What follows belongs to an exercise in optimizing a design on an open flow for small area; a production flow would make more cautious choices.
In this exercise RTL edits were held to simulation tests only and were not proved equivalent to the original.

## old
==> flow/design.v <==
module myModule (clk, reset,
		red_input, green_input, blue_input,
		x_pos, y_pos,
		f_val, d_val,
		data_out1, data_out2, hist_out, cumhist_out,
		grey_check, grey_delayed,
		yLine25, yLine50, yLine75);
	input clk, f_val, d_val, reset;
	input [11:0] red_input, green_input, blue_input;
	input [15:0] x_pos;
	input [15:0] y_pos;
	output [15:0] data_out1, data_out2;
	output [19:0] hist_out, cumhist_out;
	output reg [11:0] grey_check;
	output reg [11:0] grey_delayed;
	output reg [7:0] yLine25, yLine50, yLine75;
	localparam K = 4;
	localparam L = 16;
	localparam R = 16;
	localparam HW = 13;
	localparam NS = 15;
	function [3:0] popc16(input [15:0] x);
		reg [1:0] a0, a1, a2, a3, a4, a5, a6, a7;
		reg [2:0] b0, b1, b2, b3;
		reg [3:0] c0, c1;
		begin
			a0 = x[0] + x[1];   a1 = x[2] + x[3];
			a2 = x[4] + x[5];   a3 = x[6] + x[7];
			a4 = x[8] + x[9];   a5 = x[10] + x[11];
			a6 = x[12] + x[13]; a7 = x[14] + x[15];
			b0 = a0 + a1; b1 = a2 + a3; b2 = a4 + a5; b3 = a6 + a7;
			c0 = b0 + b1; c1 = b2 + b3;
			popc16 = c0 + c1;
		end
	endfunction
	function [3:0] therm(input [15:0] t);
		reg [3:0] n;
		begin
			n[3] = t[8];
			n[2] = n[3] ? t[12] : t[4];
			n[1] = t[{n[3:2], 2'b10}];
			n[0] = t[{n[3:1], 1'b1}];
			therm = n;
		end
	endfunction
	reg [11:0] grey;
	always @(posedge clk) begin
		grey <= (red_input + green_input + blue_input) / 3;
		grey_check <= grey;
		grey_delayed <= grey_check;
	end
	assign data_out1 = {1'b0, grey[11:7], grey[11:2]};
	assign data_out2 = {1'b0, grey[6:2], grey[11:2]};
	reg in_frame;      
	reg pix_val;       
	reg sweeping;      
	reg publishing;    
	reg req_pub;       
	reg [7:0] k;       
	wire frame_end = reset & in_frame & ~f_val;
	wire [3:0] ph = k[3:0];
	wire gclr = sweeping & (k == 8'd255);
	wire [7:0] pbin = grey[11:4];
	reg [3:0] lo [0:255];
	reg [255:0] pd;
	reg [HW*L-1:0] ring [0:R-1];
	wire [HW-1:0] hsum [0:R-1];
	wire [R-1:0] ovf_req;
	wire [R-1:0] ovf_gnt;
	reg [7:0] tag [0:NS-1];
	reg [3:0] nsl;     
	genvar gb, gr;
	generate
		for (gb = 0; gb < 256; gb = gb + 1) begin : g_bin
			wire inc = pix_val & (pbin == gb);
			wire [3:0] lov = lo[gb];
			wire carry = inc & (&lov);
			always @(posedge clk) begin
				if (gclr) lo[gb] <= 4'd0;
				else if (inc) lo[gb] <= lo[gb] + 1'b1;
				pd[gb] <= carry | (pd[gb] & (ph != (gb % L)));
			end
		end
		for (gr = 0; gr < R; gr = gr + 1) begin : g_ring
			wire [L-1:0] pdr = pd[gr*L +: L];
			assign hsum[gr] = ring[gr][HW*L-1 -: HW] + pdr[ph];
			assign ovf_req[gr] = hsum[gr][HW-1] & ~sweeping;
			wire clr = sweeping & (k[7:4] == gr);
			wire [HW-1:0] st = clr ? {HW{1'b0}} :
			                   {hsum[gr][HW-1] & ~ovf_gnt[gr], hsum[gr][HW-2:0]};
			always @(posedge clk)
				ring[gr] <= {ring[gr][HW*(L-1)-1:0], st};
		end
	endgenerate
	assign ovf_gnt = ovf_req & ~(ovf_req - 1'b1);
	reg [3:0] gnt_r;
	integer gi;
	always @* begin
		gnt_r = 4'd0;
		for (gi = 0; gi < R; gi = gi + 1)
			if (ovf_gnt[gi]) gnt_r = gnt_r | gi[3:0];
	end
	always @(posedge clk) begin
		if (gclr) nsl <= 4'd0;
		else if (|ovf_req) nsl <= nsl + 1'b1;
	end
	genvar gs;
	generate
		for (gs = 0; gs < NS; gs = gs + 1) begin : g_slot
			always @(posedge clk)
				if ((|ovf_req) && nsl == gs) tag[gs] <= {gnt_r, ph};
		end
	endgenerate
	wire [HW-1:0] hk = hsum[k[7:4]];
	reg [NS-1:0] hit;
	integer si;
	always @*
		for (si = 0; si < NS; si = si + 1)
			hit[si] = (si < nsl) && (tag[si] == k);
	wire [3:0] slots_k = popc16({hit, hk[HW-1]});
	wire [7:0] lsel = 8'd1 << k[2:0];
	reg [4*32-1:0] lgrp;
	integer li, lj;
	always @* begin
		lgrp = {4*32{1'b0}};
		for (li = 0; li < 32; li = li + 1)
			for (lj = 0; lj < 8; lj = lj + 1)
				lgrp[li*4 +: 4] = lgrp[li*4 +: 4] | (lo[8*li+lj] & {4{lsel[lj]}});
	end
	wire [3:0] lo_k = lgrp[k[7:3]*4 +: 4];
	wire [19:0] bcount = {slots_k, hk[HW-2:0], lo_k};
	reg [16*256-1:0] pring;
	reg [3:0] hacc;
	reg [8:0] mk [0:14];
	reg [19:0] bq;
	reg pub1;
	always @(posedge clk) bq <= bcount;
	wire [19:0] prevc = (k == 8'd1) ? 20'd0 : {hacc, pring[15:0]};
	wire [19:0] cnext = prevc + bq;
	always @(posedge clk)
		pring <= {pring[16*255-1:0], pub1 ? cnext[15:0] : pring[16*256-1 -: 16]};
	reg pub_d;
	reg [2:0] done;
	wire [8:0] kk = {pub_d & ~pub1, k - 8'd1};
	wire [7:0] km2 = k - 8'd2;
	wire pub_first = pub1 & ~pub_d;
	wire [19:0] cprev = {hacc, pring[15:0]};
	genvar gv;
	generate
		for (gv = 1; gv <= 15; gv = gv + 1) begin : g_mk
			always @(posedge clk)
				if (pub_first) mk[gv-1] <= 9'd0;
				else if (pub_d && hacc < gv) mk[gv-1] <= kk;
		end
	endgenerate
	always @(posedge clk) begin
		if (pub1) hacc <= cnext[19:16];
		if (!reset) begin
			in_frame <= 1'b0;
			pix_val <= 1'b0;
			sweeping <= 1'b1;
			publishing <= 1'b0;
			pub_d <= 1'b0;
			pub1 <= 1'b0;
			req_pub <= 1'b0;
			k <= 8'd0;
			yLine25 <= 8'd0;
			yLine50 <= 8'd0;
			yLine75 <= 8'd0;
		end else begin
			in_frame <= f_val;
			pix_val <= in_frame & f_val & d_val;
			pub1 <= publishing;
			pub_d <= pub1;
			k <= k + 8'd1;
			if (k == 8'd255) begin
				sweeping <= req_pub | frame_end;
				publishing <= req_pub | frame_end;
				req_pub <= 1'b0;
			end else if (frame_end)
				req_pub <= 1'b1;
			if (pub_first) done <= 3'b000;
			else if (pub_d) begin
				if (!done[0] && cprev > 20'd96000) begin yLine25 <= km2; done[0] <= 1'b1; end
				if (!done[1] && cprev > 20'd192000) begin yLine50 <= km2; done[1] <= 1'b1; end
				if (!done[2] && cprev > 20'd288000) begin yLine75 <= km2; done[2] <= 1'b1; end
			end
		end
	end
	reg [7:0] pos;      
	reg [7:0] ra;       
	always @(posedge clk) begin
		pos <= k - y_pos[7:0] - 8'd1;
		ra <= y_pos[7:0];
	end
	wire [6:0] oidx = pos[7:1];
	wire [6:0] eidx = pos[7:1] + {6'd0, pos[0]};
	wire [7:0] esel = 8'd1 << eidx[2:0];
	wire [7:0] osel = 8'd1 << oidx[2:0];
	reg [16*16-1:0] egrp, ogrp;
	integer gi2, gj;
	always @* begin
		egrp = {16*16{1'b0}};
		ogrp = {16*16{1'b0}};
		for (gi2 = 0; gi2 < 16; gi2 = gi2 + 1)
			for (gj = 0; gj < 8; gj = gj + 1) begin
				egrp[gi2*16 +: 16] = egrp[gi2*16 +: 16] | (pring[(2*(8*gi2+gj))*16 +: 16] & {16{esel[gj]}});
				ogrp[gi2*16 +: 16] = ogrp[gi2*16 +: 16] | (pring[(2*(8*gi2+gj)+1)*16 +: 16] & {16{osel[gj]}});
			end
	end
	wire [15:0] ev = egrp[eidx[6:3]*16 +: 16];
	wire [15:0] od = ogrp[oidx[6:3]*16 +: 16];
	reg [15:0] ta, tam;
	integer vi;
	always @* begin
		ta[0] = 1'b1;
		tam[0] = 1'b1;
		for (vi = 0; vi < 15; vi = vi + 1) begin
			ta[vi+1] = (mk[vi] <= {1'b0, ra});
			tam[vi+1] = (mk[vi] < {1'b0, ra});
		end
	end
	wire [3:0] hi_a = therm(ta);
	wire [3:0] hi_am = therm(tam);
	wire a_zero = (ra == 8'd0);
	wire [19:0] c_a  = {hi_a, pos[0] ? od : ev};
	wire [19:0] c_am = a_zero ? 20'd0 : {hi_am, pos[0] ? ev : od};
	assign cumhist_out = c_a;
	assign hist_out = c_a - c_am;
endmodule
export LEC_CHECK = 0
export CAP_MARGIN = 20
export CORE_MARGIN = 2
export CORE_UTILIZATION = 55
export PLACE_DENSITY = 0.65
export SLEW_MARGIN = 20
export SYNTH_MEMORY_MAX_BITS = 16384
create_clock -name core_clock -period 10.0 [get_ports {clk}]
standard.sh (not shown) runs the stock make flow with config.mk's settings and CLKGATE_MAP_FILE= SYNTH_SCRIPT=/design/flow/synth_recipe.tcl, a recipe that flattens the netlist after the stock synthesis.
==> flow/flow/run.sh <==
#!/bin/bash
export CTS_ARGS="-sink_clustering_enable -repair_clock_nets -dont_use_dummy_load -sink_clustering_size 40 -sink_clustering_max_diameter 50"
bash standard.sh > standard.log 2>&1
Here is what was changed in the inputs of new compared with old.
==> flow/flow/run.sh <==
#!/bin/bash
export CTS_ARGS="-sink_clustering_enable -repair_clock_nets -dont_use_dummy_load -sink_clustering_size 30 -sink_clustering_max_diameter 70"
bash standard.sh > standard.log 2>&1
### Flow results
new went all the way through synthesis, placement and routing and the layout is clean on timing, DRC and antenna. For met1 wire length, old and new come out practically identical. Going from old to new, the fraction of layout cells with a size suffix above 1 was found to have gone down by 0.65 points. Diff old -> new | share of the core filled with cells | decrease of 0.83 points. Compared to old, new shows a wider setup margin.

==> re-timing with driven ports <==
The results above use ideal ports. As a check the final layouts listed here were re-extracted and re-timed, cells and wires unchanged.
Step 1 (the two cells are an assumption about what drives the block):
set clk [get_ports {clk}]
set_driving_cell -lib_cell sky130_fd_sc_hd__clkbuf_16 $clk
set_driving_cell -lib_cell sky130_fd_sc_hd__buf_2 [delete_from_list [all_inputs] $clk]
Step 2 also shifts input and output timing later by t, the mid clock arrival at the registers, as if the neighbouring blocks saw the same clock.
Three values: ideal ports, drivers, drivers and shift; two values: the first two.
run	t, ns	slack for setup (ns)	worst hold slack (ns)	clock arrival spread, ns
old	1.155	0.163 / 0.046 / 0.652	0.274 / 0.274 / 0.274	0.128 / 0.129
new	1.126	0.205 / 0.085 / 0.671	0.265 / 0.265 / 0.265	0.111 / 0.111
After both steps every run listed still meets setup and hold.
